What follows belongs to an exercise in optimizing a design on an open flow for small area; a production flow would make more cautious choices. Only simulation tests tie the RTL to the original design; equivalence was not proved. No run shown here takes its clock network from TritonCTS; it comes from the design's own scripts or RTL. The clock input has no modelled driver; a real chip could not lean on it and would need a root buffer or a full tree. Power is estimated from default activity; no workload was simulated.

===== config.mk =====
export PLATFORM = sky130hd
export DESIGN_NAME = pixel_source
export DESIGN_NICKNAME = pixel_source
export VERILOG_FILES = /design/flow/design.v
export SDC_FILE = /design/flow/constraint.sdc
export NUM_CORES = 4
export LEC_CHECK = 0
export CAP_MARGIN = 20
export CORE_MARGIN = 2
export CORE_UTILIZATION = 40
export GPL_TIMING_DRIVEN = 0
export SLEW_MARGIN = 20

===== design.v =====
module test_pattern4 (
	input  wire        act,
	input  wire [8:0]  xl,
	input  wire [10:0] y,
	output wire [95:0] rgb
);
	wire [8:0] yh = y[10:2];
	wire [1:0] yl = y[1:0];
	wire y_edge  = ( y == 11'd0 ) || ( y == 11'd1599 );
	wire y_sqh   = ( y == 11'd500 ) || ( y == 11'd1099 );
	wire y_sqin  = ( y >= 11'd500 ) && ( y < 11'd1100 );
	wire x_sqin  = ( xl >= 9'd125 ) && ( xl < 9'd275 );
	wire upper   = ( y <= 11'd1200 );
	wire diag    = ( xl == yh );
	localparam [9:0] AD = 10'd399;
	wire [8:0] ap = xl ^ yh;
	wire [8:0] ag = xl & yh;
	wire [9:0] cneed = { 1'b0, ap ^ AD[8:0] };
	wire [8:0] cmade;
	genvar i;
	generate for( i = 0; i < 9; i = i + 1 ) begin : g_ad
		assign cmade[i] = AD[i] ? ag[i] : ( xl[i] | yh[i] );
	end endgenerate
	wire adiag = ( cneed[0] == 1'b0 ) && ( cmade == cneed[9:1] );
	wire lt57 = xl < 9'd57;
	wire lt114 = xl < 9'd114,  eq114 = xl == 9'd114;
	wire lt171 = xl < 9'd171,  eq171 = xl == 9'd171;
	wire lt228 = xl < 9'd228,  eq228 = xl == 9'd228;
	wire lt285 = xl < 9'd285,  eq285 = xl == 9'd285;
	wire lt342 = xl < 9'd342,  eq342 = xl == 9'd342;
	wire lt66  = xl < 9'd66,   eq66  = xl == 9'd66;
	wire lt133 = xl < 9'd133,  eq133 = xl == 9'd133;
	wire lt200 = xl < 9'd200;
	wire lt266 = xl < 9'd266,  eq266 = xl == 9'd266;
	wire lt333 = xl < 9'd333,  eq333 = xl == 9'd333;
	wire wcom = y_edge || ( y_sqh && x_sqin );
	generate for( i = 0; i < 4; i = i + 1 ) begin : g_pix
		localparam [1:0] K = i;
		wire white = wcom ||
		             ( K == 2'd0 && ( xl == 9'd0 || ( xl == 9'd125 && y_sqin ) ) ) ||
		             ( K == 2'd3 && ( xl == 9'd399 || ( xl == 9'd274 && y_sqin ) ) ) ||
		             ( diag && yl == K ) || ( adiag && yl == ~K );
		wire t1 = !( lt57 );
		wire t2 = !( lt114 || ( eq114 && K < 1 ) );
		wire t3 = !( lt171 || ( eq171 && K < 1 ) );
		wire t4 = !( lt228 || ( eq228 && K < 2 ) );
		wire t5 = !( lt285 || ( eq285 && K < 2 ) );
		wire t6 = !( lt342 || ( eq342 && K < 3 ) );
		wire s1 = !( lt66  || ( eq66  && K < 2 ) );
		wire s2 = !( lt133 || ( eq133 && K < 1 ) );
		wire s3 = !( lt200 );
		wire s4 = !( lt266 || ( eq266 && K < 2 ) );
		wire s5 = !( lt333 || ( eq333 && K < 1 ) );
		wire ron = !t2 || ( t4 && !t6 );
		wire gon = !t4;
		wire bon = !t1 || ( t2 && !t3 ) || ( t4 && !t5 ) || t6;
		wire l1 = s1 && !s2;
		wire r7 = upper ? ron : l1;
		wire g7 = upper ? gon : l1;
		wire b7 = upper ? bon : l1;
		wire b6 = upper ? bon : !s3;
		wire r5 = !upper && s1 && !s3;
		wire r4 = !upper && s1 && !s5;
		wire r3 = !upper && ( l1 || ( s3 && !s4 ) || s5 );
		wire r2 = !upper && ( l1 || ( s3 && !s4 ) );
		wire r1 = !upper && ( ( s1 && !s3 ) || ( s4 && !s5 ) );
		wire r0 = !upper && ( l1 || s3 );
		wire g5 = !upper && !s2;
		wire g4 = !upper && ( l1 || ( s3 && !s5 ) );
		wire g1 = !upper && ( l1 || ( s4 && !s5 ) );
		wire g0 = !upper && ( !s2 || s3 );
		wire b3 = !upper && ( !s4 || s5 );
		wire b2 = !upper && ( !s2 || ( s3 && !s4 ) );
		wire [7:0] r = { r7, r7, r5, r4, r3, r2, r1, r0 };
		wire [7:0] g = { g7, g7, g5, g4, r3, r2, g1, g0 };
		wire [7:0] b = { b7, b6, r5, g4, b3, b2, r1, r0 };
		assign rgb[24*i+23:24*i] = {24{ act }} & ( {24{ white }} | { b, g, r } );
	end endgenerate
endmodule
module pixel_source (
	clk,
	reset,
	vsync,
	hsync,
	active,
	rgb,
	ovl,
	led0
	);
	input wire clk;
	input wire reset;
	input wire vsync, hsync, active;
	output wire [95:0] rgb;
	output wire [3:0] ovl;
	output wire led0;
	reg a1, a2, a3, h1, h2, v1, v2;
	always @(posedge clk) begin
		a1 <= active;
		a2 <= a1;
		a3 <= a2;
		h1 <= hsync;
		h2 <= h1;
		v1 <= vsync;
		v2 <= v1;
	end
	reg [10:0] y2;
	wire inc_m1 = a3 & ~a2;
	wire inc_0  = a2 & ~a1;
	wire [11:0] yp;
	prefix_and #( 11 ) i_yp( .x( y2 ), .p( yp ) );
	wire [10:0] ym1 = v2 ? 11'd0 : y2 ^ ( { 11{ inc_m1 } } & yp[10:0] );
	wire [10:0] y0  = v1 ? 11'd0 :
	                  v2 ? { 10'd0, inc_0 } : y2 ^ ( { 11{ inc_m1 | inc_0 } } & yp[10:0] );
	always @(posedge clk) y2 <= ym1;
	reg [8:0] px2;
	wire [9:0] pxp;
	prefix_and #( 9 ) i_pxp( .x( px2 ), .p( pxp ) );
	always @(posedge clk)
		px2 <= h2 ? 9'd0 : px2 ^ ( { 9{ a2 & a3 } } & pxp[8:0] );
	test_pattern4 i_test_pat( .act( a3 ), .xl( px2 ), .y( y2 ), .rgb( rgb ) );
	reg [10:0] x;
	wire [11:0] xp;
	prefix_and #( 11 ) i_xp( .x( x ), .p( xp ) );
	always @(posedge clk)
		x <= hsync ? 11'd0 : x ^ ( { 11{ active } } & xp[10:0] );
	reg del_x0;
	always @(posedge clk) del_x0 <= x[0];
	reg [31:0] clk_count;
	wire [32:0] ct;
	prefix_and #( 32 ) i_ccp( .x( clk_count ), .p( ct ) );
	always @(posedge clk)
		clk_count <= ~{ 32{ reset } } & ( clk_count ^ ct[31:0] );
	reg [31:0] frame_count;
	wire [32:0] ft;
	prefix_and #( 32 ) i_fcp( .x( frame_count ), .p( ft ) );
	always @(posedge clk)
		frame_count <= ~{ 32{ reset } } & ( frame_count ^ ( { 32{ vsync } } & ft[31:0] ) );
	reg [7:0] commit_rom [63:0];
	initial $readmemb("commit.mem", commit_rom );
	wire window = ( y0[10:4] == 7'd50 ) && ( x[10:4] == 7'd1 );
	wire [5:0] raddr = window ? { x[3:1], y0[3:1] } : { clk_count[29:27], 3'b111 };
	wire [7:0] rom_q = commit_rom[ raddr ];
	reg [4:0] rdata;
	reg del_window;
	always @(posedge clk) begin
		rdata <= rom_q[4:0];
		del_window <= window;
	end
	function [4:0] font;
		input [3:0] d;
		input [2:0] r;
		begin
			case ( { d, r } )
			7'h00: font = 5'b01110;
			7'h01: font = 5'b10001;
			7'h02: font = 5'b10011;
			7'h03: font = 5'b10101;
			7'h04: font = 5'b11001;
			7'h05: font = 5'b10001;
			7'h06: font = 5'b01110;
			7'h07: font = 5'b00000;
			7'h08: font = 5'b00100;
			7'h09: font = 5'b01100;
			7'h0a: font = 5'b00100;
			7'h0b: font = 5'b00100;
			7'h0c: font = 5'b00100;
			7'h0d: font = 5'b00100;
			7'h0e: font = 5'b01110;
			7'h0f: font = 5'b00000;
			7'h10: font = 5'b01110;
			7'h11: font = 5'b10001;
			7'h12: font = 5'b00001;
			7'h13: font = 5'b00010;
			7'h14: font = 5'b00100;
			7'h15: font = 5'b01000;
			7'h16: font = 5'b11111;
			7'h17: font = 5'b00000;
			7'h18: font = 5'b11110;
			7'h19: font = 5'b00001;
			7'h1a: font = 5'b00001;
			7'h1b: font = 5'b01110;
			7'h1c: font = 5'b00001;
			7'h1d: font = 5'b00001;
			7'h1e: font = 5'b11110;
			7'h1f: font = 5'b00000;
			7'h20: font = 5'b10001;
			7'h21: font = 5'b10001;
			7'h22: font = 5'b10001;
			7'h23: font = 5'b11111;
			7'h24: font = 5'b00001;
			7'h25: font = 5'b00001;
			7'h26: font = 5'b00001;
			7'h27: font = 5'b00000;
			7'h28: font = 5'b11111;
			7'h29: font = 5'b10000;
			7'h2a: font = 5'b10000;
			7'h2b: font = 5'b11110;
			7'h2c: font = 5'b00001;
			7'h2d: font = 5'b00001;
			7'h2e: font = 5'b11110;
			7'h2f: font = 5'b00000;
			7'h30: font = 5'b01110;
			7'h31: font = 5'b10001;
			7'h32: font = 5'b10000;
			7'h33: font = 5'b11110;
			7'h34: font = 5'b10001;
			7'h35: font = 5'b10001;
			7'h36: font = 5'b01110;
			7'h37: font = 5'b00000;
			7'h38: font = 5'b11111;
			7'h39: font = 5'b00001;
			7'h3a: font = 5'b00001;
			7'h3b: font = 5'b00010;
			7'h3c: font = 5'b00100;
			7'h3d: font = 5'b00100;
			7'h3e: font = 5'b00100;
			7'h3f: font = 5'b00000;
			7'h40: font = 5'b01110;
			7'h41: font = 5'b10001;
			7'h42: font = 5'b10001;
			7'h43: font = 5'b01110;
			7'h44: font = 5'b10001;
			7'h45: font = 5'b10001;
			7'h46: font = 5'b01110;
			7'h47: font = 5'b00000;
			7'h48: font = 5'b01110;
			7'h49: font = 5'b10001;
			7'h4a: font = 5'b10001;
			7'h4b: font = 5'b01111;
			7'h4c: font = 5'b00001;
			7'h4d: font = 5'b10001;
			7'h4e: font = 5'b01110;
			7'h4f: font = 5'b00000;
			7'h50: font = 5'b01110;
			7'h51: font = 5'b10001;
			7'h52: font = 5'b10001;
			7'h53: font = 5'b10001;
			7'h54: font = 5'b11111;
			7'h55: font = 5'b10001;
			7'h56: font = 5'b10001;
			7'h57: font = 5'b00000;
			7'h58: font = 5'b11110;
			7'h59: font = 5'b10001;
			7'h5a: font = 5'b10001;
			7'h5b: font = 5'b11110;
			7'h5c: font = 5'b10001;
			7'h5d: font = 5'b10001;
			7'h5e: font = 5'b11110;
			7'h5f: font = 5'b00000;
			7'h60: font = 5'b01110;
			7'h61: font = 5'b10001;
			7'h62: font = 5'b10000;
			7'h63: font = 5'b10000;
			7'h64: font = 5'b10000;
			7'h65: font = 5'b10001;
			7'h66: font = 5'b01110;
			7'h67: font = 5'b00000;
			7'h68: font = 5'b11110;
			7'h69: font = 5'b10001;
			7'h6a: font = 5'b10001;
			7'h6b: font = 5'b10001;
			7'h6c: font = 5'b10001;
			7'h6d: font = 5'b10001;
			7'h6e: font = 5'b11110;
			7'h6f: font = 5'b00000;
			7'h70: font = 5'b11111;
			7'h71: font = 5'b10000;
			7'h72: font = 5'b10000;
			7'h73: font = 5'b11110;
			7'h74: font = 5'b10000;
			7'h75: font = 5'b10000;
			7'h76: font = 5'b11111;
			7'h77: font = 5'b00000;
			7'h78: font = 5'b11111;
			7'h79: font = 5'b10000;
			7'h7a: font = 5'b10000;
			7'h7b: font = 5'b11110;
			7'h7c: font = 5'b10000;
			7'h7d: font = 5'b10000;
			7'h7e: font = 5'b10000;
			7'h7f: font = 5'b00000;
			default: font = 5'b00000;
			endcase
		end
	endfunction
	wire [7:0] cx = x[8:1];
	wire [6:0] cy = y0[10:4];
	wire hexwin = ( cx >= 8'd90 ) && ( cx <= 8'd97 ) && ( cy == 7'd4 || cy == 7'd6 );
	wire [31:0] num = ( cy[1] ) ? clk_count : frame_count;
	wire [2:0] nsel = 3'd1 - cx[2:0];
	wire [3:0] digit = num[ nsel*4 +: 4 ];
	wire [4:0] hglyph = font( digit, ym1[3:1] );
	wire [4:0] hg = hexwin ? hglyph : 5'd0;
	wire cwin = del_window && ( y0[3:1] != 3'b111 );
	wire [4:0] cg = cwin ? rdata : 5'd0;
	reg [3:0] oreg;
	always @(posedge clk)
		oreg <= del_x0 ? ( { cg[1], cg[0], cg[0], 1'b0 } | { hg[4], hg[4], hg[3], hg[2] } )
		               : ( { cg[4], cg[4], cg[3], cg[2] } | { hg[1], hg[0], hg[0], 1'b0 } );
	assign ovl = oreg;
	wire [29:0] bcnt = clk_count[29:0];
	assign led0 = ( bcnt[29:27] == 3'd7 ) ? 1'b0 :
	              ( bcnt[24:22] == 3'd0 ) ? 1'b1 :
	              ( bcnt[24:22] == 3'd2 ) ? 1'b1 :
	              ( bcnt[24:22] != 3'd1 ) ? 1'b0 :
	              ( bcnt[26:25] == 2'd0 ) ? rdata[3] :
	              ( bcnt[26:25] == 2'd1 ) ? rdata[2] :
	              ( bcnt[26:25] == 2'd2 ) ? rdata[1] :
	                                        rdata[0] ;
endmodule
module prefix_and #( parameter N = 32 ) ( input wire [N-1:0] x, output wire [N:0] p );
	localparam G = ( N + 3 ) / 4;
	wire [4*G-1:0] xx = { { ( 4*G - N ){ 1'b1 } }, x };
	wire [G:0] gp;
	assign gp[0] = 1'b1;
	wire [4*G:0] pp;
	genvar j;
	generate for( j = 0; j < G; j = j + 1 ) begin : g_grp
		assign gp[j+1] = gp[j] & ( &xx[4*j+3:4*j] );
		assign pp[4*j]   = gp[j];
		assign pp[4*j+1] = gp[j] & xx[4*j];
		assign pp[4*j+2] = gp[j] & ( &xx[4*j+1:4*j] );
		assign pp[4*j+3] = gp[j] & ( &xx[4*j+2:4*j] );
	end endgenerate
	assign pp[4*G] = gp[G];
	assign p = pp[N:0];
endmodule

===== standard.sh =====
#!/bin/bash
# synth_recipe.tcl (not shown) runs the flow's synth.tcl, then flattens the netlist and writes it again
# the make line also repeats each setting of config.mk as NAME=value (left out here)
make -C /OpenROAD-flow-scripts/flow DESIGN_CONFIG=/design/flow/config.mk WORK_HOME=/design/flow/orfs CLKGATE_MAP_FILE= SYNTH_SCRIPT=/design/flow/synth_recipe.tcl "${@:-finish}"

===== flow/gen_models.py =====
# Write Verilog models of the sky130hd cells: combinational cells as assigns,
# sequential cells as blackboxes (kept as they are by the re-mapping).
import re, sys
lib = open(sys.argv[1]).read()
out = []
pos = 0
cells = re.split(r'\n\s*cell\s*\(\s*"?', lib)[1:]
for c in cells:
    name = re.match(r'(\w+)', c).group(1)
    body = c
    seq = re.search(r'\n\s*(ff|latch|statetable)\s*\(', body) is not None
    pins = []
    for m in re.finditer(r'\n\s*pin\s*\(\s*"?(\w+)"?\s*\)\s*\{', body):
        pname = m.group(1)
        # the pin's own attributes up to its first nested group end is enough for direction/function
        seg = body[m.end():m.end() + 4000]
        d = re.search(r'direction\s*:\s*"?(\w+)"?', seg)
        f = re.search(r'function\s*:\s*"([^"]*)"', seg.split('timing')[0].split('internal_power')[0])
        if pname not in [p[0] for p in pins]:
            pins.append((pname, d.group(1) if d else 'input', f.group(1) if f else None))
    if not pins:
        continue
    ports = ", ".join(p[0] for p in pins)
    decl = "".join("  %s %s;\n" % ("output" if p[1] == 'output' else ("inout" if p[1] == 'inout' else "input"), p[0]) for p in pins)
    outs = [p for p in pins if p[1] == 'output']
    comb = (not seq) and outs and all(p[2] for p in outs)
    if comb:
        body_v = "".join("  assign %s = %s;\n" % (p[0], p[2].replace('!', '~')) for p in outs)
        out.append("module %s(%s);\n%s%sendmodule\n" % (name, ports, decl, body_v))
    else:
        out.append("(* blackbox *)\nmodule %s(%s);\n%sendmodule\n" % (name, ports, decl))
print("\n".join(out))

===== commit.mem =====
00001110
00010001
00010001
00010001
00011111
00010001
00010001
00001010
00011110
00010001
00010001
00011110
00010001
00010001
00011110
00001011
00001110
00010001
00010000
00010000
00010000
00010001
00001110
00001100
00001110
00010001
00010011
00010101
00011001
00010001
00001110
00000000
00000100
00001100
00000100
00000100
00000100
00000100
00001110
00000001
00001110
00010001
00000001
00000010
00000100
00001000
00011111
00000010
00011110
00000001
00000001
00001110
00000001
00000001
00011110
00000011
00000000
00000000
00000000
00000000
00000000
00000000
00000000
00000000

===== flow/remove_buffers.tcl =====
# Drop the buffers synthesis put between the logic and the ports; port
# buffering adds one buffer per port later, as in the timing-driven flow.
read_lef $::env(TECH_LEF)
read_lef $::env(SC_LEF)
read_liberty $::env(LIB)
read_db $::env(ODB)
remove_buffers
write_db $::env(ODB)

===== flow/run.sh =====
#!/bin/bash
# Own layout flow: the standard synthesis, then an area re-mapping of its
# combinational logic (registers untouched), then the standard layout steps
# with 1x port buffers. Each tool's output goes to a log file here.
set -euo pipefail
W=$(pwd)
R=$W/orfs/results/$FLOW_PLATFORM/pixel_source/base
LIB=$FLOW_HOME/platforms/$FLOW_PLATFORM/lib/sky130_fd_sc_hd__tt_025C_1v80.lib
YOSYS=$FLOW_HOME/../tools/install/yosys/bin/yosys
[[ -x $YOSYS ]] || YOSYS=$(command -v yosys)

# 1. standard synthesis
bash standard.sh synth > $W/log_1_standard_synth.log 2>&1

# 2. re-map the combinational logic for area
python3 $W/flow/gen_models.py $LIB > $W/cell_models.v 2> $W/log_2_gen_models.log
cp $R/1_2_yosys.v $W/standard_1_2_yosys.v
DU="-dont_use *probe* -dont_use *lpflow* -dont_use *clkdly* -dont_use *dlygate* -dont_use *dlymetal* -dont_use *ebufn* -dont_use *einv* -dont_use *conb*"
SCRIPT='+strash;\&get -n;\&deepsyn -J 20 -T 300;\&put;\&get -n;\&dch -f;\&nf -p -R 20 -F 8 -A 4 -C 32;\&put;topo'
sed -e "s#@MODELS@#$W/cell_models.v#" -e "s#@IN@#$W/standard_1_2_yosys.v#" -e "s#@TOP@#$FLOW_TOP#" \
    -e "s#@LIB@#$LIB#g" -e "s#@DONTUSE@#$DU#" -e "s#@SCRIPT@#$SCRIPT#" -e "s#@OUT@#$W/remapped.v#" \
    $W/flow/post_opt.ys.in > $W/post_opt.ys
$YOSYS -s $W/post_opt.ys > $W/log_3_post_opt.log 2>&1
cp $W/remapped.v $R/1_2_yosys.v
rm -f $R/1_synth.odb

# 3. rebuild the database and remove the synthesis buffers
bash standard.sh synth > $W/log_4_standard_synth_odb.log 2>&1
TECH_LEF=$FLOW_HOME/platforms/$FLOW_PLATFORM/lef/sky130_fd_sc_hd.tlef \
SC_LEF=$FLOW_HOME/platforms/$FLOW_PLATFORM/lef/sky130_fd_sc_hd_merged.lef \
LIB=$LIB ODB=$R/1_synth.odb openroad -no_init -exit $W/flow/remove_buffers.tcl > $W/log_5_remove_buffers.log 2>&1

# 4. the standard layout from the re-mapped netlist, with 1x port buffers
export BUFFER_PORTS_ARGS="-buffer_cell sky130_fd_sc_hd__buf_1"
# clock tree: 4 clock buffers, one per quarter of the flip-flops (flow/my_cts.tcl)
export PRE_CTS_TCL=$W/flow/my_cts.tcl
export MY_CTS_LEAVES=4 MY_CTS_CELL=sky130_fd_sc_hd__clkbuf_16 MY_CTS_ROOT=
bash standard.sh > $W/log_6_standard_layout.log 2>&1

===== constraint.sdc =====
create_clock -name core_clock -period 5.0 [get_ports {clk}]
set_input_delay 1.0000 -clock core_clock [delete_from_list [all_inputs] [get_ports {clk}]]
set_output_delay 1.0000 -clock core_clock [all_outputs]
set_load 0.01 [all_outputs]

===== flow/my_cts.tcl =====
# Clock tree: the clock port drives NLEAF clock buffers, each driving the
# clock pins of one cluster of flip-flops (split by position). Replaces
# TritonCTS's H-tree, which is oversized for ~110 flip-flops.
set nleaf [expr { [info exists ::env(MY_CTS_LEAVES)] ? $::env(MY_CTS_LEAVES) : 4 }]
set leafcell [expr { [info exists ::env(MY_CTS_CELL)] ? $::env(MY_CTS_CELL) : "sky130_fd_sc_hd__clkbuf_8" }]
set block [ord::get_db_block]
set clkpins {}
foreach pin [get_pins -of_objects [get_nets clk]] {
  set iterm [sta::sta_to_db_pin $pin]
  if { $iterm != "NULL" && [$iterm isInputSignal] } {
    set loc [[$iterm getInst] getLocation]
    lappend clkpins [list $pin [lindex $loc 0] [lindex $loc 1]]
  }
}
puts "my_cts: [llength $clkpins] clock pins, $nleaf leaves of $leafcell"
# recursive bisection into nleaf groups (nleaf a power of two)
proc bisect { pins n axis } {
  if { $n <= 1 } { return [list $pins] }
  set idx [expr { $axis == 0 ? 1 : 2 }]
  set s [lsort -integer -index $idx $pins]
  set h [expr { [llength $s] / 2 }]
  set a [lrange $s 0 [expr { $h - 1 }]]
  set b [lrange $s $h end]
  return [concat [bisect $a [expr { $n / 2 }] [expr { 1 - $axis }]] [bisect $b [expr { $n / 2 }] [expr { 1 - $axis }]]]
}
set groups [bisect $clkpins $nleaf 0]
set dbu [$block getDbUnitsPerMicron]
set k 0
foreach g $groups {
  set sx 0; set sy 0; set names {}
  foreach p $g { set sx [expr { $sx + [lindex $p 1] }]; set sy [expr { $sy + [lindex $p 2] }]; lappend names [lindex $p 0] }
  set cx [expr { double($sx) / [llength $g] / $dbu }]
  set cy [expr { double($sy) / [llength $g] / $dbu }]
  insert_buffer -buffer_cell $leafcell -net clk -load_pins $names -location [list $cx $cy] -buffer_name clkleaf_$k -net_name clknet_leaf_$k
  puts "my_cts: leaf $k at ($cx, $cy) drives [llength $g] pins"
  incr k
}
if { [info exists ::env(MY_CTS_ROOT)] && $::env(MY_CTS_ROOT) != "" } {
  set loads {}
  foreach pin [get_pins -of_objects [get_nets clk]] {
    set iterm [sta::sta_to_db_pin $pin]
    if { $iterm != "NULL" && [$iterm isInputSignal] } { lappend loads $pin }
  }
  set core [$block getCoreArea]
  set rx [expr { ([$core xMin] + [$core xMax]) / 2.0 / $dbu }]
  set ry [expr { ([$core yMin] + [$core yMax]) / 2.0 / $dbu }]
  insert_buffer -buffer_cell $::env(MY_CTS_ROOT) -net clk -load_pins $loads -location [list $rx $ry] -buffer_name clkroot -net_name clknet_root
  puts "my_cts: root $::env(MY_CTS_ROOT) drives [llength $loads] leaves"
}
set_propagated_clock [all_clocks]
# the standard step's own CTS call is not needed any more
rename clock_tree_synthesis {}
proc clock_tree_synthesis { args } { puts "my_cts: skipped clock_tree_synthesis $args" }

===== flow/post_opt.ys.in =====
# Re-map the combinational logic of the standard synthesis for area.
# The flip-flops stay as they are (same instances, names and cells).
read_verilog @MODELS@
read_verilog @IN@
hierarchy -top @TOP@
flatten
hierarchy -top @TOP@
read_liberty -lib -overwrite @LIB@
techmap
opt -purge
abc -liberty @LIB@ @DONTUSE@ -script "@SCRIPT@"
opt_clean -purge
splitnets
opt_clean -purge
hilomap -singleton -hicell sky130_fd_sc_hd__conb_1 HI -locell sky130_fd_sc_hd__conb_1 LO
insbuf -buf sky130_fd_sc_hd__buf_4 A X
stat -liberty @LIB@
check -assert -mapped
write_verilog -noattr -nohex -nodec @OUT@

==> results of run 1 <==
metal layers:
layer | global-route usage, % | up-vias | routed length, um
li1 | - | 3377 | -
met1 | 28.05 | 3102 | 8282
met2 | 38.50 | 252 | 8849
met3 | 0.9430 | 32 | 956
met4 | 5.313 | 0 | 473
met5 | 0 | - | 0
flip-flops by register name (all words and copies together), names as in the netlist:
register	flops
v1	1
oreg	4
clk_count	32
v2	1
del_window	1
h2	1
a2	1
frame_count	32
rdata	5
x	11
h1	1
y2	11
px2	9
del_x0	1
a1	1
a3	1
worst max path at each step:
| stage | to | slack (ps) |
|---|---|---|
| after detailed placement | frame_count[31] | 180 |
| after global placement | frame_count[31] | 100 |
| final | rgb[83] | 390 |
| after CTS | rgb[78] | 300 |
| after floorplan | frame_count[31] | 880 |
| after global routing | frame_count[31] | 50 |
power by group:
group	switching [W]	total (W)	leakage (nW)	internal, W
Sequential	0.0000212	0.000931	0.915	0.000910
Combinational	0.000161	0.000240	1.60	0.0000790
Clock	0.000234	0.000383	0.0493	0.000149
Total	0.000416	0.00155	2.56	0.00114
layout make-up, clock buffers not listed:
class / instances / area [um2]
well taps: 211 / 264.0
repair buffers: 106 / 415.4
multi-input cells: 697 / 4009
inverters: 21 / 78.83
fillers: 1586 / 8185
flip-flops and latches: 113 / 2262
cell usage in the layout, fill, tap and decap left out, types with 3 or more instances in the layout:
master / n
o21bai_1: 11
or4_1: 3
o31ai_1: 5
nor2_1: 78
a21oi_1: 96
o221ai_1: 4
nand4_1: 7
or2_0: 8
a221oi_1: 3
a222oi_1: 9
a22oi_1: 3
nand2_1: 104
a32oi_1: 4
nor3b_1: 7
o21a_1: 28
a21boi_0: 6
nor2b_1: 13
xor2_1: 7
and3_1: 26
buf_1: 104
o21ai_0: 29
and4_1: 10
nand3_1: 31
clkinv_1: 21
xnor2_1: 7
o211ai_1: 4
a311oi_1: 3
a211oi_1: 5
and2_0: 16
a31oi_1: 9
or3_1: 6
nand2b_1: 16
clkbuf_16: 4
o22ai_1: 15
dfxtp_1: 113
nor4_1: 10
nor3_1: 71
through the flow:
| stage | total power (W) | hold slack, ps |
|---|---|---|
| final | 0.001554 | 338.0 |
| after global routing | 0.001624 | 342.9 |
| after CTS | 0.001563 | 338.4 |
| after detailed placement | 0.001189 | 312.1 |
| after global placement | 0.001189 | 310.0 |
| after floorplan | 0.001092 | 309.6 |
==> impl_metrics.tcl, run 1 <==
set metrics [dict create \
    cp_num_cells 10 \
    design_area_mm2 0.007129 \
    vias_per_cell 5.871 \
    cts_hold_buf 0 \
    worstPathRequired_ps 4000 \
    grt.overflow.total 0 \
    setup_viol 0 \
    place_inst 1148 \
    wl_per_cell_um 16.11 \
    worst-path-buf-inv 1 \
    avgSynthCellArea_um2 7.610 \
    status "complete, no violations" \
    r2r_end "oreg[3]" \
    post-place-ws_ps 183.3 \
    drc_errors 0 \
    power.density_mw_per_mm2 218.0 \
    postCtsSetupRepairBufs 0 \
    critPathTopFamily "simple AND/OR/NAND/NOR gates" \
    grt_pass1_vias 5926 \
    reg2regPathDepth 13 \
    placementRows 45 \
    fin_tns_setup_ps 0 \
    post_cts_resized 0 \
    syn_inst 831 \
    r2r_start "x[1]" \
    ir_worst_vdd_mv 0.1977 \
    synth_area_mm2 0.006324 \
    cap_violations 0 \
    hold_path.class "reg2reg" \
    pin_count 106 \
    crit_type "reg2out" \
    r2r_slack_ps 390 \
    num_vias 6763 \
    fin_crit_sh_pct 92.24 \
    setup_ws_ps 388.1 \
    end_kind "primary output" \
    crit_chain "or2_0 -> o311a_1 -> o31ai_1 -> nor2b_2 -> o21ai_0 -> a31o_1 -> nand2b_1 -> and2_0 -> nand3_1 -> buf_1" \
    dr.pass1.iters 7 \
    slowest_stage "o31ai_1" \
    fin_cells 1152 \
    antenna_cells 0 \
    finalHoldViolations 0 \
    cp.arrival_ps 3610 \
    yosys_warnings 1 \
    fin_worst_skew_ps 11.73 \
    slew_headroom_pct 38.00 \
    startpoint_type "flop" \
    die_w_um 129.7 \
    cellLeakagePower_nw 2.562 \
    fp.dieArea_mm2 0.01683 \
    whs_path_depth 0 \
    tightest_slew_ps 928.0 \
    drive_above_1_share_pct 1.700 \
    syn-num-nets 836 \
    drt_wl_total_um 18560 \
    cpPeakStageDelay_ps 550 \
    worstHoldEndpoint "h2" \
    grt_use_total_pct 21.31 \
    floorplan.initialDensity_pct 41.29 \
    die_h_um 129.7 \
    port_buffers 105 \
    final_antenna_net_count 0 \
    layout_min_cycle_time_ps 4612 \
    place_congestion 0.8696 \
    final_util_pct 46.55 \
    drt_iter0_drc 463 \
    hold_path.startpoint "h1" \
    clk_pin_slew_worst_paths_ps 110 \
    area_growth_syn_to_layout_pct 12.74 \
    clock_latency_ps 170 \
    drv_slew 0 \
    crit_path_start "y2[1]" \
    hpwl_um 13880 \
    core_mm2 0.01531 \
    crit_fanout 10 \
    max_freq_ghz 0.2168 \
    grt_max_degree 36 \
    rsz0062_at_grt "false" \
    grt_pass1_wl_um 29900 \
    antenna_found_initial 0 \
    design.final.nets 948 \
    place_area_mm2 0.007009 \
]
==> run 2, diff against run 1 <==
--- a/flow/run.sh
+++ b/flow/run.sh
@@ -1,7 +1,9 @@
 #!/bin/bash
 # Own layout flow: the standard synthesis, then an area re-mapping of its
-# combinational logic (registers untouched), then the standard layout steps
-# with 1x port buffers. Each tool's output goes to a log file here.
+# combinational logic (registers untouched: same instances, names and cells),
+# then the standard layout steps, with 1x port buffers and a small clock tree
+# of four clock buffers in place of TritonCTS's H-tree.
+# Each tool's output goes to a log file here (log_*.log).
 set -euo pipefail
 W=$(pwd)
 R=$W/orfs/results/$FLOW_PLATFORM/pixel_source/base
==> run 2 against run 1 <==
Compared with the run above: still clean on timing, DRC and antenna; sequential power hardly changed; clock skew stayed put; clock power hardly changed; synthesized cell count stayed put; critical path depth stayed put; sequential cell count stayed put; power stayed put; hold slack stayed put; via count stayed put; synthesized area stayed put; largest cell class unchanged; highest routed layer unchanged.
==> impl_metrics.tcl, run 2 <==
set metrics [dict create \
    swShare_pct 26.79 \
    final_common_cell "dfxtp_1" \
    worstPathRequired_ps 4000 \
    fin_worst_skew_ps 11.73 \
    area_growth_syn_to_layout_pct 12.74 \
    drc_errors 0 \
    synth_area_mm2 0.006324 \
    placementRows 45 \
    p_switching_w 0.0004164 \
    clock_latency_ps 170 \
    pin_count 106 \
    die_w_um 129.7 \
    finalHoldViolations 0 \
    final_antenna_net_count 0 \
    drive_above_1_share_pct 1.700 \
    startpoint_type "flop" \
    end_kind "primary output" \
    combPwrFrac_pct 15.5 \
    power.share.clock_pct 24.6 \
    crit_fanout 10 \
    antenna_cells 0 \
    grt_use_total_pct 21.31 \
    hold_path.startpoint "h1" \
    tightest_slew_ps 928.0 \
    max_freq_ghz 0.2168 \
    reg2regPathDepth 13 \
    place_inst 1148 \
    whs_path_depth 0 \
    num_vias 6763 \
    layout_min_cycle_time_ps 4612 \
    yosys_warnings 1 \
    grt_pass1_wl_um 29900 \
    antenna_found_initial 0 \
    place_congestion 0.8696 \
    grt_pass1_vias 5926 \
    place_area_mm2 0.007009 \
    drt_iter0_drc 463 \
    grt.overflow.total 0 \
    drt_wl_total_um 18560 \
    p_int_w 0.001138 \
    fin_cells 1152 \
    syn-num-nets 836 \
    status "complete, no violations" \
    whs_ps 338.0 \
    r2r_start "x[1]" \
    seq_power_share_pct 59.9 \
    grt_max_degree 36 \
    clk_pin_slew_worst_paths_ps 110 \
    cap_violations 0 \
    fin_crit_sh_pct 92.24 \
    rsz0062_at_grt "false" \
    design.final.nets 948 \
    floorplan.initialDensity_pct 41.29 \
    layout_common_cells "113 x dfxtp_1, 104 x nand2_1, 104 x buf_1" \
    ir_worst_vdd_mv 0.1977 \
    hold_path.class "reg2reg" \
    setup_viol 0 \
    port_buffers 105 \
    crit_type "reg2out" \
    die_h_um 129.7 \
    finalPower_w 0.001554 \
    reg_top3 "clk_count (32), frame_count (32)" \
    slew_headroom_pct 38.00 \
    crit_path_start "y2[1]" \
    syn_inst 831 \
    cp.arrival_ps 3610 \
    fin_tns_setup_ps 0 \
    power.density_mw_per_mm2 218.0 \
    wl_per_cell_um 16.11 \
    design_area_mm2 0.007129 \
    hpwl_um 13880 \
    cts_hold_buf 0 \
    drv_slew 0 \
    vias_per_cell 5.871 \
    fp.dieArea_mm2 0.01683 \
    cellLeakagePower_nw 2.562 \
    avgSynthCellArea_um2 7.610 \
    dr.pass1.iters 7 \
    core_mm2 0.01531 \
]
run 2: cell counts in the layout (fill, tap and decap cells not counted):
Identical to the previous run, type by type.
run 2: cell type report, clock buffers not listed:
class,instances,area (um2)
Fill cell,1586,8185
Multi-Input combinational cell,697,4009
Sequential cell,113,2262
Timing Repair Buffer,106,415.4
Tap cell,211,264.0
Inverter,21,78.83
run 2: through the flow:
step | util, % | setup WS (ps)
floorplan | - | 882.8
global placement | 45.59 | 98.39
detailed placement | 45.77 | 183.3
CTS | 46.42 | 303.7
global route | 46.55 | 46.30
finish | 46.55 | 388.1
run 2: power by group through the flow:
stage,combinational [W],clock [W],sequential [W]
2_1_floorplan,0.000148,0,0.000944
3_3_place_gp,0.000237,0,0.000952
3_5_place_dp,0.000238,0,0.000952
4_1_cts,0.000238,0.000394,0.000931
5_1_grt,0.000269,0.000420,0.000934
6_report,0.000240,0.000383,0.000931
run 2: per-layer routing:
| layer | GRT usage, % | vias to the layer above | part of all wire [%] | routed length [um] |
|---|---|---|---|---|
| li1 | - | 3377 | - | - |
| met1 | 28.05 | 3102 | 45 | 8282 |
| met2 | 38.50 | 252 | 48 | 8849 |
| met5 | 0 | - | 0 | 0 |
| met4 | 5.313 | 0 | 2.5 | 473 |
| met3 | 0.9430 | 32 | 5.2 | 956 |
run 2: timing repair:
item | CTS | global route
endpoints found under the setup margin | 0 | 21
buffers inserted | 0 | 0
gates resized for setup | 0 | 6
run 2: final timing paths:
path              to  slack [ps]
min reg2reg       h2         340
max reg2reg  oreg[3]         390
max          rgb[83]         390
min               h2         340
run 2: critical path, cell delays in order, from the launching register on:
cell      delay (ps)
dfxtp_1          430
or2_0            350
o311a_1          390
o31ai_1          550
nor2b_2          220
o21ai_0          180
a31o_1           260
nand2b_1         140
and2_0           460
nand3_1          270
buf_1            190
==> run 3, diff against run 2 <==
--- a/flow/run.sh
+++ b/flow/run.sh
@@ -18,7 +18,7 @@
 python3 $W/flow/gen_models.py $LIB > $W/cell_models.v 2> $W/log_2_gen_models.log
 cp $R/1_2_yosys.v $W/standard_1_2_yosys.v
 DU="-dont_use *probe* -dont_use *lpflow* -dont_use *clkdly* -dont_use *dlygate* -dont_use *dlymetal* -dont_use *ebufn* -dont_use *einv* -dont_use *conb*"
-SCRIPT='+strash;\&get -n;\&deepsyn -J 20 -T 300;\&put;\&get -n;\&dch -f;\&nf -p -R 20 -F 8 -A 4 -C 32;\&put;topo'
+SCRIPT='+strash;\&get -n;\&deepsyn -I 4 -J 20 -T 900;\&put;\&get -n;\&dch -f;\&nf -p -R 20 -F 8 -A 4 -C 32;\&put;topo'
 sed -e "s#@MODELS@#$W/cell_models.v#" -e "s#@IN@#$W/standard_1_2_yosys.v#" -e "s#@TOP@#$FLOW_TOP#" \
     -e "s#@LIB@#$LIB#g" -e "s#@DONTUSE@#$DU#" -e "s#@SCRIPT@#$SCRIPT#" -e "s#@OUT@#$W/remapped.v#" \
     $W/flow/post_opt.ys.in > $W/post_opt.ys
==> run 3 against run 2 <==
Compared with the run above: clock skew fell by 3.9 ps; utilization fell by 0.16 points; global-route usage fell by 0.93 points; largest cell class unchanged.
==> impl_metrics.tcl, run 3 <==
set metrics [dict create \
    place_area_mm2 0.006989 \
    crit_fanout 17 \
    slew_headroom_pct 25.37 \
    design_area_mm2 0.007106 \
    wl_met1_um 9064 \
    hpwl_um 13660 \
    pin_count 106 \
    max_freq_ghz 0.2151 \
    cts_hold_buf 0 \
    fp.dieArea_mm2 0.01678 \
    ir_worst_vdd_mv 0.2135 \
    antenna_found_initial 0 \
    layout_common_cells "116 x nand2_1, 113 x dfxtp_1, 103 x buf_1" \
    die_h_um 129.5 \
    cap_violations 0 \
    clk_pin_slew_worst_paths_ps 110 \
    whs_ps 332.4 \
    drv_slew 0 \
    clock_latency_ps 170 \
    placementRows 45 \
    die_w_um 129.5 \
    slowest_stage "dfxtp_1" \
    fin_worst_skew_ps 7.867 \
    drt_iter0_drc 848 \
    critPathTopFamily "simple AND/OR/NAND/NOR gates" \
    syn_inst 845 \
    cpPeakStageDelay_ps 740 \
    core_mm2 0.01531 \
    final_antenna_net_count 0 \
    end_kind "primary output" \
    grt_max_degree 38 \
    reg_top3 "clk_count (32), frame_count (32)" \
    drive_above_1_share_pct 1.257 \
    vias_per_cell 5.835 \
    wl_per_cell_um 15.91 \
    place_congestion 0.9049 \
    finalHoldViolations 0 \
    floorplan.initialDensity_pct 41.16 \
    top_layer_used "met4" \
    grt.overflow.total 0 \
    crit_chain "and2_0 -> o31ai_1 -> nand3_1 -> o21ai_0 -> a21oi_1 -> nor2b_1 -> a221oi_2 -> nor2b_1 -> o21ai_0 -> buf_1" \
    status "complete, no violations" \
    synth_area_mm2 0.006304 \
    port_buffers 105 \
    tightest_slew_ps 1114 \
    met3WireLength_um 836 \
    syn-num-nets 850 \
    finalPower_w 0.001675 \
    avgSynthCellArea_um2 7.460 \
    setup_viol 0 \
    antenna_cells 0 \
    drc_errors 0 \
    rsz0062_at_grt "false" \
    hold_path.class "reg2reg" \
    cellLeakagePower_nw 2.586 \
    cp.arrival_ps 3650 \
    design.final.nets 962 \
    num_vias 6804 \
    grt_use_total_pct 20.39 \
    crit_type "reg2out" \
    worstPathRequired_ps 4000 \
    area_growth_syn_to_layout_pct 12.72 \
    drt_wl_total_um 18550 \
    startpoint_type "flop" \
    power.density_mw_per_mm2 235.7 \
    layout_min_cycle_time_ps 4648 \
    dr.pass1.iters 6 \
    yosys_warnings 1 \
    grt_pass1_vias 5722 \
    wl_met2_um 8453 \
    fin_crit_sh_pct 92.97 \
    fillers 1615 \
    final_common_cell "nand2_1" \
    worst-path-buf-inv 1 \
    grt_pass1_wl_um 29010 \
]
==> run 3: metrics by stage <==
step / util (%) / std cells / setup TNS, ps / setup slack (ps)
3_5_place_dp: 45.64 / 1162 / 0 / 126.1
5_1_grt: 46.40 / 1166 / 0 / 2.816
4_1_cts: 46.29 / 1166 / 0 / 21.07
6_report: 46.40 / 1166 / 0 / 351.7
2_1_floorplan: - / 845 / 0 / 882.7
3_3_place_gp: 45.46 / 1161 / -117.0 / -58.79
==> run 3: what timing repair did <==
item	CTS	global route
buffers inserted	0	0
setup endpoints to repair	0	31
resized for setup	0	6
==> run 3: routing by layer <==
layer | vias up | GRT usage [%]
met4 | 0 | 2.593
met1 | 3187 | 31.64
met5 | - | 0
met2 | 202 | 31.89
li1 | 3398 | -
met3 | 17 | 1.280
==> run 3: cell type report, clock buffers not listed <==
cell class	instances	area (um2)	area share [%]
Multi-Input combinational cell	719	4014	56.49
Inverter	13	48.80	0.6867
Sequential cell	113	2262	31.84
Timing Repair Buffer	106	416.7	5.864
Tap cell	211	264.0	3.715
==> run 3: worst paths after layout <==
| check | from | endpoint | slack, ps | cells past startpoint |
|---|---|---|---|---|
| worst min register to register | h1 | h2 | 330 | 0 |
| worst max register to register | x[2] | oreg[1] | 450 | 11 |
| worst min-delay path | h1 | h2 | 330 | 0 |
| worst max-delay path | y2[3] | rgb[54] | 350 | 10 |
==> run 3: where the power goes <==
group	switching [W]	total (W)	internal, W
sequential	0.0000264	0.000937	0.000910
clock	0.000236	0.000385	0.000149
combinational	0.000240	0.000354	0.000114
total	0.000502	0.00168	0.00117
==> run 4, diff against run 3 <==
--- a/flow/run.sh
+++ b/flow/run.sh
@@ -1,9 +1,7 @@
 #!/bin/bash
 # Own layout flow: the standard synthesis, then an area re-mapping of its
-# combinational logic (registers untouched: same instances, names and cells),
-# then the standard layout steps, with 1x port buffers and a small clock tree
-# of four clock buffers in place of TritonCTS's H-tree.
-# Each tool's output goes to a log file here (log_*.log).
+# combinational logic (registers untouched), then the standard layout steps
+# with 1x port buffers. Each tool's output goes to a log file here.
 set -euo pipefail
 W=$(pwd)
 R=$W/orfs/results/$FLOW_PLATFORM/pixel_source/base
@@ -18,7 +16,7 @@
 python3 $W/flow/gen_models.py $LIB > $W/cell_models.v 2> $W/log_2_gen_models.log
 cp $R/1_2_yosys.v $W/standard_1_2_yosys.v
 DU="-dont_use *probe* -dont_use *lpflow* -dont_use *clkdly* -dont_use *dlygate* -dont_use *dlymetal* -dont_use *ebufn* -dont_use *einv* -dont_use *conb*"
-SCRIPT='+strash;\&get -n;\&deepsyn -I 4 -J 20 -T 900;\&put;\&get -n;\&dch -f;\&nf -p -R 20 -F 8 -A 4 -C 32;\&put;topo'
+SCRIPT='+strash;\&get -n;\&deepsyn -T 60;\&put;dch;amap;topo'
 sed -e "s#@MODELS@#$W/cell_models.v#" -e "s#@IN@#$W/standard_1_2_yosys.v#" -e "s#@TOP@#$FLOW_TOP#" \
     -e "s#@LIB@#$LIB#g" -e "s#@DONTUSE@#$DU#" -e "s#@SCRIPT@#$SCRIPT#" -e "s#@OUT@#$W/remapped.v#" \
     $W/flow/post_opt.ys.in > $W/post_opt.ys
@@ -34,7 +32,7 @@
 
 # 4. the standard layout from the re-mapped netlist, with 1x port buffers
 export BUFFER_PORTS_ARGS="-buffer_cell sky130_fd_sc_hd__buf_1"
-# clock tree: 4 clock buffers, one per quarter of the flip-flops (flow/my_cts.tcl)
+# clock tree: a root clock buffer and 8 leaf buffers, one per eighth of the flip-flops (flow/my_cts.tcl)
 export PRE_CTS_TCL=$W/flow/my_cts.tcl
-export MY_CTS_LEAVES=4 MY_CTS_CELL=sky130_fd_sc_hd__clkbuf_16 MY_CTS_ROOT=
+export MY_CTS_LEAVES=8 MY_CTS_CELL=sky130_fd_sc_hd__clkbuf_8 MY_CTS_ROOT=sky130_fd_sc_hd__clkbuf_8
 bash standard.sh > $W/log_6_standard_layout.log 2>&1
==> run 4 against run 3 <==
Compared with the run above: utilization increased by 2.1 points; power decreased by 1.6%; via count increased by 5.0%; critical path depth unchanged.
==> impl_metrics.tcl, run 4 <==
set metrics [dict create \
    r2r_start "x[1]" \
    crit_chain "clkinvlp_4 -> o22ai_1 -> clkinv_1 -> or2_0 -> or4_1 -> or3_1 -> o221ai_2 -> o21bai_2 -> or2_0 -> buf_1" \
    placementRows 46 \
    worstPathRequired_ps 4000 \
    drc_errors 0 \
    tightest_slew_ps 972.1 \
    grt.overflow.total 0 \
    post-place-ws_ps -848.0 \
    drv_slew 0 \
    met3WireLength_um 1226 \
    num_vias 7141 \
    wl_met1_um 8564 \
    port_buffers 105 \
    grt_use_total_pct 22.33 \
    ir_worst_vdd_mv 0.2364 \
    startpoint_type "flop" \
    hold_path.startpoint "h1" \
    fin_worst_skew_ps 18.61 \
    crit_fanout 9 \
    avgSynthCellArea_um2 6.969 \
    yosys_warnings 1 \
    antenna_found_initial 0 \
    vias_per_cell 5.610 \
    cp.arrival_ps 3730 \
    end_kind "primary output" \
    wl_per_cell_um 15.82 \
    fin_crit_sh_pct 94.51 \
    finalHoldViolations 0 \
    crit_type "reg2out" \
    top_layer_used "met4" \
    cellLeakagePower_nw 2.424 \
    clk_pin_slew_worst_paths_ps 100 \
    cpPeakStageDelay_ps 490 \
    setup_viol 0 \
    hold_path.class "reg2reg" \
    layout_common_cells "173 x nor2_1, 111 x clkinv_1, 108 x dfxtp_1" \
    whs_ps 320.8 \
    die_w_um 131.1 \
    die_h_um 131.1 \
    grt_max_degree 32 \
    drt_iter0_drc 431 \
    finalPower_w 0.001649 \
    slew_headroom_pct 34.80 \
    cpMostUsedCell "or2_0" \
    status "complete, no violations" \
    fp.dieArea_mm2 0.01718 \
    final_antenna_net_count 0 \
    floorplan.initialDensity_pct 40.81 \
    syn_inst 927 \
    cts_hold_buf 0 \
    grt_pass1_wl_um 31380 \
    reg_top3 "clk_count (32), frame_count (32)" \
    design.final.nets 1064 \
    antenna_cells 0 \
    max_freq_ghz 0.2116 \
    cap_violations 0 \
    crit_path_start "px2[2]" \
    setup_ws_ps 274.3 \
    drive_above_1_share_pct 8.609 \
    pin_count 106 \
    layout_min_cycle_time_ps 4726 \
    slowest_stage "or4_1" \
    syn-num-nets 932 \
    core_mm2 0.01583 \
    power.density_mw_per_mm2 214.8 \
    grt_pass1_vias 6349 \
    final_common_cell "nor2_1" \
    clock_latency_ps 390 \
    hpwl_um 15190 \
    place_congestion 0.9552 \
    synth_area_mm2 0.006460 \
    wl_met2_um 9986 \
    area_growth_syn_to_layout_pct 18.85 \
    dr.pass1.iters 6 \
    drt_wl_total_um 20140 \
]
run 4: path summary, 6_finish.rpt:
kind                  end  slack, ps  cells past startpoint
setup / recovery  rgb[26]        270                     10
hold / removal         h2        320                      0
hold reg to reg        h2        320                      0
setup reg to reg  oreg[3]        410                     15
run 4: layer usage:
metal | vias up | track usage (%)
li1 | 3599 | -
met1 | 3257 | 26.88
met2 | 254 | 43.07
met3 | 31 | 2.313
met4 | 0 | 4.005
met5 | - | 0
run 4: where the power goes:
part / switching, W / leakage, nW / internal [W]
combinational: 0.000181 / 1.44 / 0.0000920
clock: 0.000288 / 0.0647 / 0.000163
sequential: 0.0000142 / 0.917 / 0.000910
total: 0.000484 / 2.42 / 0.00116
run 4: critical path, delay by kind of cell (launching register included):
kind                   cells  cell delay (ps)
and+or+nand+nor            4             1330
DFF                        1              480
AOI/OAI and AO/OA          3              970
buffers and inverters      3              560
run 4: repair_timing:
| action | in CTS | in global routing |
|---|---|---|
| cloned | 0 | 0 |
| pin swaps | 0 | 14 |
| resized for setup | 22 | 59 |
| setup buffers | 0 | 15 |
| endpoints found under the setup margin | 48 | 70 |
run 4: stage by stage:
step | cells | TNS (ps) | util [%] | area [um2]
floorplan | 927 | 0 | - | 6470
global route | 1273 | -121.0 | 48.51 | 7677
CTS | 1258 | 0 | 46.51 | 7361
finish | 1273 | 0 | 48.51 | 7677
global placement | 1248 | -6182 | 45.08 | 7134
detailed placement | 1249 | -5735 | 45.21 | 7156
run 4: layout make-up, clock buffers not listed:
cell class              count  area, um2
fillers                  1672       8150
inverters                 117      457.9
well taps                 216      270.3
multi-input cells         697       4029
repair buffers            121      528.0
flip-flops and latches    113       2268

[what the ideal ports hide]
The flow's constraints put no driver on any port. The routed layouts listed below were extracted and timed again, unchanged, in two steps.
Step 1 assumes that a clkbuf_16 drives the clock port and a buf_2 every other input.
Step 2, shift: input delay + t, output delay - t, t = (earliest + latest rising clock arrival at the registers) / 2. This alone moves slack from input paths to output paths.
Slacks: no drivers / after step 1 / after step 2; pairs: no drivers / after step 1.
run	t (ns)	setup WS [ns]	hold slack, ns	worst slew at a driven data input, ns	pins driven straight from the clock port
run 1	0.246	0.388 / 0.306 / 0.284	0.338 / 0.338 / 0.338	0.03	4
run 2	0.246	0.388 / 0.306 / 0.284	0.338 / 0.338 / 0.338	0.03	4
run 3	0.248	0.352 / 0.270 / 0.298	0.332 / 0.332 / 0.332	0.05	4
run 4	0.419	0.274 / 0.239 / -0.059	0.321 / 0.321 / 0.321	0.03	1
With both steps, setup timing fails in run 4, where it was met with ideal ports. For run 4, which loses most, drivers alone change the setup slack by -0.035 ns; drivers and shift together by -0.333 ns.
